Background: an optimization exercise with open tools, aiming at small area, a short achievable clock period and few clock cycles. Do not read the settings as production practice. No activity file was given, so power comes from the tool's default toggle rates.

Setup of quartz:
==> flow/design.v <==
module CORDIC_angles_ROM_comb (
    input  wire [3:0]  which_angle,
    input  wire        hyp,
    output wire [15:0] angle_out
);
    wire [3:0]  i = which_angle;
    wire [15:0] tbl =
        (i == 4'd0) ? 16'b0011001001000100 :                                    
        (i == 4'd1) ? (hyp ? 16'b0010001100101000 : 16'b0001110110101100) :     
        (i == 4'd2) ? (hyp ? 16'b0001000001011001 : 16'b0000111110101110) :     
        (i == 4'd3) ? (hyp ? 16'b0000100000001011 : 16'b0000011111110101) :     
                      (hyp ? 16'b0000010000000001 : 16'b0000001111111111);      
    wire [3:0]  p = 4'd14 - i;
    assign angle_out = (i < 4'd5) ? tbl : (16'd1 << p);
endmodule
module CORDIC_iteration (
    input  [15:0] x, y, z,
    input  [15:0] x_s, y_s,
    input  [15:0] delta_z,
    input         sigma,      
    input         hyp,
    output [15:0] next_x, next_y, next_z
);
    wire        sub_x = sigma ^ hyp;
    assign next_x = x + (y_s ^ {16{sub_x}}) + {15'd0, sub_x};
    assign next_y = y + (x_s ^ {16{~sigma}}) + {15'd0, ~sigma};
    assign next_z = z + (delta_z ^ {16{sigma}}) + {15'd0, sigma};
endmodule
module CORDIC (
    input             clk,
    input             rst_n,
    input             start,
    input      [1:0]  mode_in,
    input             rot_in,
    input      [4:0]  s,
    input      [15:0] A,
    input      [15:0] B,
    output     [15:0] out1,
    output     [15:0] out2,
    output     [1:0]  status,
    output reg        done
);
    localparam signed [15:0] K_INV_Q = 16'sd9949;
    localparam signed [15:0] K_HYP   = 16'b0100110101001000;
    reg  [1:0] mode;
    reg        rot;
    reg        busy, fin;
    reg  [3:0] cnt;
    reg  [3:0] k;
    reg  signed [15:0] x, y, z;
    wire lin  = (mode == 2'b01);
    wire hyp  = (mode == 2'b10);
    wire circ = (mode == 2'b00);
    reg        rep;
    wire [3:0] sh = cnt;
    function [3:0] msb_abs;
        input [15:0] v;
        reg [15:0] u, c;
        reg t;
        integer i;
        begin
            u = v ^ {16{v[15]}};
            t = v[15];
            for (i = 0; i < 16; i = i + 1) begin
                c[i] = u[i] | t;
                t = t & u[i];
            end
            msb_abs = 4'd0;
            for (i = 0; i < 16; i = i + 1)
                if (c[i]) msb_abs = i[3:0];
        end
    endfunction
    wire [3:0] msb_b = msb_abs(B);
    wire [3:0] msb_a = msb_abs(A);
    wire [4:0] k_mul = ({1'b0, msb_b} > s) ? ({1'b0, msb_b} - s) : 5'd0;
    wire [3:0] k_div = (msb_b > msb_a) ? (msb_b - msb_a) : 4'd0;
    wire [3:0] k_new = rot_in ? k_mul[3:0] : k_div;
    wire pre = (cnt == 4'd15);
    function [15:0] rev16;
        input [15:0] v;
        integer i;
        begin
            for (i = 0; i < 16; i = i + 1) rev16[i] = v[15 - i];
        end
    endfunction
    wire signed [15:0] x_s = x >>> sh;
    wire        [15:0] ysh_in = busy ? y : rev16(y);
    wire        [3:0]  ysh_amt = (pre | ~busy) ? k : sh;
    wire        [31:0] ysh_ext = {{16{busy & y[15]}}, ysh_in} >> ysh_amt;
    wire        [15:0] y_s = ysh_ext[15:0];
    wire [15:0] ang;
    CORDIC_angles_ROM_comb angles_rom (.which_angle(sh), .hyp(hyp), .angle_out(ang));
    wire [3:0] kk  = rot ? 4'd0 : k;
    wire [5:0] e   = {1'b0, s} + {2'b0, kk} - {2'b0, sh};
    wire [15:0] alpha = (({1'b0, sh} <= s) && (e < 6'd16)) ? (16'd1 << e[3:0]) : 16'd0;
    wire [15:0] dz = lin ? alpha : ang;
    wire sigma = rot ? ~z[15] : y[15];
    wire [15:0] nx, ny, nz;
    CORDIC_iteration iter_stage (
        .x(x), .y(y), .z(z), .x_s(x_s), .y_s(y_s), .delta_z(dz),
        .sigma(sigma), .hyp(hyp),
        .next_x(nx), .next_y(ny), .next_z(nz)
    );
    wire last = (cnt == 4'd11);
    always @(posedge clk) begin
        if (!rst_n) begin
            busy <= 1'b0;
            fin  <= 1'b0;
            done <= 1'b0;
        end else begin
            done <= busy & last;
            if (start) begin
                busy <= 1'b1;
                fin  <= 1'b0;
            end else if (busy & last) begin
                busy <= 1'b0;
                fin  <= 1'b1;
            end
        end
    end
    always @(posedge clk) begin
        if (start) begin
            mode <= mode_in;
            rot  <= rot_in;
            k    <= k_new;
            cnt  <= (mode_in == 2'b01) ? 4'd15 :
                    (mode_in == 2'b10) ? 4'd1 : 4'd0;
            rep  <= 1'b0;
            case (mode_in)
                2'b00: begin
                    x <= rot_in ? K_INV_Q : A;
                    y <= rot_in ? 16'd0 : B;
                    z <= rot_in ? A : 16'd0;
                end
                2'b01: begin
                    x <= A;
                    y <= B;
                    z <= 16'd0;
                end
                2'b10: begin
                    x <= rot_in ? K_HYP : A;
                    y <= rot_in ? 16'd0 : B;
                    z <= rot_in ? A : 16'd0;
                end
                default: begin
                    x <= 16'd0;
                    y <= 16'd0;
                    z <= 16'd0;
                end
            endcase
        end else if (busy) begin
            if (hyp && cnt == 4'd4 && !rep)
                rep <= 1'b1;
            else
                cnt <= cnt + 4'd1;
            if (pre) begin
                y <= rot ? 16'd0 : y_s;
                z <= rot ? y_s : 16'd0;
            end else if (mode != 2'b11) begin
                if (!lin) x <= nx;
                y <= ny;
                z <= nz;
            end
        end
    end
    assign out1   = lin ? (rot ? rev16(y_s) : z) : x;
    assign out2   = (rot ^ lin) ? y : z;
    assign status = {fin, busy};
endmodule
`default_nettype none
module tqvp_CORDIC (
    input         clk,
    input         rst_n,
    input  [7:0]  ui_in,
    output [7:0]  uo_out,
    input [5:0]   address,
    input [31:0]  data_in,
    input [1:0]   data_write_n,
    input [1:0]   data_read_n,
    output [31:0] data_out,
    output        data_ready,
    output        user_interrupt
);
    reg  [15:0] A, B;
    reg  [4:0]  shift;
    wire [15:0] out1, out2;
    wire [1:0]  status;
    wire        done;
    wire wr    = (data_write_n != 2'b11);
    wire wr_hi = (data_write_n[1] != data_write_n[0]);
    wire start = wr && (address == 6'h0) && data_in[0];
    always @(posedge clk) begin
        if (!rst_n) begin
            A     <= 16'd0;
            B     <= 16'd0;
            shift <= 5'd11;
        end else begin
            if (address == 6'h1 && wr)    A[7:0]  <= data_in[7:0];
            if (address == 6'h1 && wr_hi) A[15:8] <= data_in[15:8];
            if (address == 6'h2 && wr)    B[7:0]  <= data_in[7:0];
            if (address == 6'h2 && wr_hi) B[15:8] <= data_in[15:8];
            if (address == 6'h3 && wr)    shift   <= data_in[4:0];
        end
    end
    CORDIC cordic_module (
        .clk(clk), .rst_n(rst_n),
        .start(start), .mode_in(data_in[2:1]), .rot_in(data_in[3]),
        .s(shift), .A(A), .B(B),
        .out1(out1), .out2(out2), .status(status), .done(done)
    );
    wire hi0   = (address[5:3] == 3'b000);
    wire sel0  = hi0 & (address[2:0] == 3'b000);
    wire sel45 = hi0 & (address[2:1] == 2'b10);
    wire sel6  = hi0 & (address[2:0] == 3'b110);
    wire [15:0] out12 = address[0] ? out2 : out1;
    assign data_out = ({32{sel0}} & 32'hbadcaffe) |
                      {16'b0, {16{sel45}} & out12} |
                      {30'b0, {2{sel6}} & status};
    assign data_ready     = 1'b1;
    assign user_interrupt = done;
    assign uo_out         = {6'b0, status};
    wire _unused = &{data_read_n, ui_in, data_in[31:16], 1'b0};
endmodule
Settings: LEC_CHECK=0, ABC_AREA=1, CAP_MARGIN=20, CORE_MARGIN=2, CORE_UTILIZATION=40, SETUP_SLACK_MARGIN=5, SLEW_MARGIN=20, TNS_END_PERCENT=100; clock period 12.0 ns.
standard.sh (not shown) runs the stock make flow with config.mk's settings and CLKGATE_MAP_FILE= SYNTH_SCRIPT=/design/flow/synth_recipe.tcl, a recipe that flattens the netlist after the stock synthesis.
==> flow/flow/run.sh <==
#!/bin/bash
set -euo pipefail
bash standard.sh SETUP_SLACK_MARGIN=6 finish > flow_make.log 2>&1
Modified inputs, willow compared to quartz
--- a/flow/design.v
+++ b/flow/design.v
@@ -17,13 +17,15 @@
     input  [15:0] x, y, z,
     input  [15:0] x_s, y_s,
     input  [15:0] delta_z,
     input         sigma,      
+    input         hold_x,     
     input         hyp,
     output [15:0] next_x, next_y, next_z
 );
     wire        sub_x = sigma ^ hyp;
-    assign next_x = x + (y_s ^ {16{sub_x}}) + {15'd0, sub_x};
+    wire [15:0] bx    = hold_x ? 16'd0 : (y_s ^ {16{sub_x}});
+    assign next_x = x + bx + {15'd0, sub_x & ~hold_x};
     assign next_y = y + (x_s ^ {16{~sigma}}) + {15'd0, ~sigma};
     assign next_z = z + (delta_z ^ {16{sigma}}) + {15'd0, sigma};
 endmodule
 module CORDIC (
@@ -92,14 +94,14 @@
     CORDIC_angles_ROM_comb angles_rom (.which_angle(sh), .hyp(hyp), .angle_out(ang));
     wire [3:0] kk  = rot ? 4'd0 : k;
     wire [5:0] e   = {1'b0, s} + {2'b0, kk} - {2'b0, sh};
     wire [15:0] alpha = (({1'b0, sh} <= s) && (e < 6'd16)) ? (16'd1 << e[3:0]) : 16'd0;
-    wire [15:0] dz = lin ? alpha : ang;
+    wire [15:0] dz = lin ? alpha : (circ | hyp) ? ang : 16'd0;
     wire sigma = rot ? ~z[15] : y[15];
     wire [15:0] nx, ny, nz;
     CORDIC_iteration iter_stage (
         .x(x), .y(y), .z(z), .x_s(x_s), .y_s(y_s), .delta_z(dz),
-        .sigma(sigma), .hyp(hyp),
+        .sigma(sigma), .hold_x(lin | ~(circ | hyp)), .hyp(hyp),
         .next_x(nx), .next_y(ny), .next_z(nz)
     );
     wire last = (cnt == 4'd11);
     always @(posedge clk) begin
@@ -155,10 +157,10 @@
                 cnt <= cnt + 4'd1;
             if (pre) begin
                 y <= rot ? 16'd0 : y_s;
                 z <= rot ? y_s : 16'd0;
-            end else if (mode != 2'b11) begin
-                if (!lin) x <= nx;
+            end else begin
+                x <= nx;
                 y <= ny;
                 z <= nz;
             end
         end
## What came out
- Relative to quartz, routed wire length has gone down in willow.
- The lower combinational fraction of design power of quartz and willow is in quartz.
- Cell count, quartz and willow: lower on quartz
- willow ended up with a lower worst IR drop on VDD than quartz did.
- Compared with quartz, in willow transition at the pin with the smallest max-transition slack now smaller; overall power consumption now larger; clock latency on the worst-skew pair comparable; clock network area share comparable; final cell utilization of the core now smaller.
- Post-layout minimum cycle time in willow is 0.096 ns above quartz.
- First-pass GRT wire length of willow falls short of that of quartz by a few percent.
- Flip-flop and latch share of the layout cell area: quartz and willow compared, higher one is quartz
- Compared with quartz, willow shows a lower hold slack.
- Comparing quartz and willow, the higher final standard cell area without fillers was measured on willow.
No functional check of the RTL was part of any run of this note.

## port drivers added, routing unchanged
In the flow no input, the clock included, has a driving cell. The finished layouts below were timed again as built, in two steps. Step 1 assumes that a clkbuf_16 drives the clock port and a buf_2 every other input. Step 2, shift: input delay + t, output delay - t, t = (earliest + latest rising clock arrival at the registers) / 2. This alone moves slack from input paths to output paths. a / b / c = ideal ports / drivers / drivers and shift; a / b = the first two.
| run | t, ns | slack for setup (ns) | worst hold slack (ns) | slew at the worst register clock pin (ns) |
|---|---|---|---|---|
| quartz | 0.423 | 5.945 / 5.894 / 5.948 | 0.499 / 0.499 / 0.499 | 0.10 / 0.10 |
| willow | 0.410 | 5.849 / 5.817 / 5.485 | 0.476 / 0.476 / 0.476 | 0.09 / 0.09 |
After both steps every run listed still meets setup and hold. For willow, which loses most, drivers alone change the setup slack by -0.032 ns; drivers and shift together by -0.364 ns.
